This is an optimization exercise on Yosys and OpenROAD, whose aim is small area, not a production implementation.
Only simulation tests tie the RTL to the original design; equivalence was not proved.

// disp
module disp(
        input [31:0] val,
        input clk,
        input rst,
        output [3:0] digit_sel,
        output [7:0] seg
  );
Settings: LEC_CHECK=0, ABC_AREA=0, CAP_MARGIN=20, CORE_MARGIN=2, CORE_UTILIZATION=40, CTS_BUF_LIST=sky130_fd_sc_hd__clkbuf_4, SLEW_MARGIN=20, SYNTH_HIERARCHICAL=1, SYNTH_MINIMUM_KEEP_SIZE=0; clock period 250.0 ns.
standard.sh (not shown) runs the stock make flow with config.mk's settings and CLKGATE_MAP_FILE= SYNTH_SCRIPT=/design/flow/synth_recipe.tcl, a recipe that flattens the netlist after the stock synthesis.
==> flow/flow/run.sh <==
#!/bin/bash
# Layout flow: the standard flow (standard.sh) with two changes:
# - synthesis maps the logic with the area-oriented ABC script flow/abc_map.script in place
#   of ORFS's delay-oriented abc_speed.script (registers are mapped as in the standard
#   synthesis);
# - every input and output port is buffered with sky130_fd_sc_hd__buf_1 instead of the
#   default buffer cell that buffer_ports picks.
# Each step's output goes to synth.log and layout.log here, and ORFS's own logs to orfs/logs.
set -euo pipefail
W=$(pwd)
rm -rf "$W/scripts_area"
cp -r "$FLOW_HOME/scripts" "$W/scripts_area"
cp "$W/flow/abc_map.script" "$W/scripts_area/abc_speed.script"
bash standard.sh SCRIPTS_DIR="$W/scripts_area" synth > "$W/synth.log" 2>&1
bash standard.sh BUFFER_PORTS_ARGS="-buffer_cell sky130_fd_sc_hd__buf_1" > "$W/layout.log" 2>&1
==> flow/flow/abc_map.script <==
strash
&get -n
&dch -f
&nf -a -R 1000
&put
strash
&get -n
&dch -f
&nf -a -R 1000
&put
topo
The baseline went through all stages and came out clean.
Change:
--- a/flow/flow/run.sh
+++ b/flow/flow/run.sh
@@ -13,3 +13,3 @@
 cp "$W/flow/abc_map.script" "$W/scripts_area/abc_speed.script"
 bash standard.sh SCRIPTS_DIR="$W/scripts_area" synth > "$W/synth.log" 2>&1
-bash standard.sh BUFFER_PORTS_ARGS="-buffer_cell sky130_fd_sc_hd__buf_1" > "$W/layout.log" 2>&1
+bash standard.sh BUFFER_PORTS_ARGS="-buffer_cell sky130_fd_sc_hd__buf_1" CTS_ARGS="-buf_list sky130_fd_sc_hd__clkbuf_4 -root_buf sky130_fd_sc_hd__clkbuf_4 -sink_clustering_enable -sink_clustering_size 16 -sink_clustering_max_diameter 500 -repair_clock_nets" > "$W/layout.log" 2>&1
=> Global-route usage does not change; fmax stays the same; routed wire length stays the same; cell count is unchanged; sequential cell count stays the same; utilization does not change; setup slack does not change; hold slack is unchanged; non-clock buffer count is unchanged; design area stays the same.

disp, a different RTL version from the one above (not shown whole).
For scale: about 330 cells after synthesis, about 46 I/O pins.
==> flow/config.mk <==
export PLATFORM = sky130hd
export DESIGN_NAME = disp
export DESIGN_NICKNAME = disp
export VERILOG_FILES = /design/flow/design.v
export SDC_FILE = /design/flow/constraint.sdc
export NUM_CORES = 4
export LEC_CHECK = 0
export ABC_AREA = 0
export CAP_MARGIN = 20
export CORE_MARGIN = 2
export CORE_UTILIZATION = 40
export CTS_BUF_LIST = sky130_fd_sc_hd__clkbuf_4
export CTS_CLUSTER_DIAMETER = 200
export CTS_CLUSTER_SIZE = 30
export SLEW_MARGIN = 20
export SYNTH_HIERARCHICAL = 1
export SYNTH_MINIMUM_KEEP_SIZE = 0
==> flow/constraint.sdc <==
create_clock -name core_clock -period 250.0 [get_ports {clk}]
set_input_delay 50.0000 -clock core_clock [delete_from_list [all_inputs] [get_ports {clk}]]
set_output_delay 50.0000 -clock core_clock [all_outputs]
set_load 0.01 [all_outputs]
==> flow/flow/run.sh <==
#!/bin/bash
# Layout flow: the standard flow (standard.sh), except that synthesis maps the logic
# with an area-oriented ABC script (flow/abc_map.script: strash; dch; map -a) in place of
# ORFS's delay-oriented abc_speed.script.  Everything else, registers included, is the
# standard synthesis and layout.
set -euo pipefail
W=$(pwd)
rm -rf "$W/scripts_area"
cp -r "$FLOW_HOME/scripts" "$W/scripts_area"
cp "$W/flow/abc_map.script" "$W/scripts_area/abc_speed.script"
bash standard.sh SCRIPTS_DIR="$W/scripts_area" synth > "$W/synth.log" 2>&1
bash standard.sh BUFFER_PORTS_ARGS="-buffer_cell sky130_fd_sc_hd__buf_1" > "$W/layout.log" 2>&1
==> flow/flow/abc_map.script <==
strash
dch
map -a
topo
The first run produced a clean layout.
Next try:
Settings changed: CTS_CLUSTER_DIAMETER 200 to unset, CTS_CLUSTER_SIZE 30 to unset.
Outcome: Core utilization stays the same; routed wire length does not change; worst setup slack is unchanged; cell count is unchanged; flip-flop and latch count stays the same; cell area does not change; count of clock-buffer cells in the layout stays the same; synthesized area is unchanged; non-clock buffer count does not change; via count stays the same.

[re-timing with driven ports]
The results above use ideal ports. As a check the final layouts listed here were re-extracted and re-timed, cells and wires unchanged. Step 1 sets driving cells, clkbuf_16 on the clock port and buf_2 on the other inputs (assumed; they add their load-dependent delay and slew). Step 2 adds t to the input delays and takes it off the output delays; t is the mean of the earliest and latest rising clock arrival at the registers after step 1. Input paths then give back, and output paths get back, about the clock's delay inside the block. Three values: ideal ports, drivers, drivers and shift; two values: the first two.
run | shift t [ns] | setup WS [ns] | worst setup path at the end | clock arrival spread, ns | worst data-port slew with drivers (ns)
the first run of note 1 | 0.271 | 131.678 / 131.652 / 131.652 | input to output | 0.001 / 0.000 | 0.04
the second run of note 1 | 0.271 | 131.678 / 131.652 / 131.652 | input to output | 0.001 / 0.000 | 0.04
the first run of note 2 | 0.281 | 132.579 / 132.558 / 132.558 | input to output | 0.007 / 0.007 | 0.03
the second run of note 2 | 0.281 | 132.579 / 132.558 / 132.558 | input to output | 0.007 / 0.007 | 0.03
After both steps every run listed still meets setup and hold.
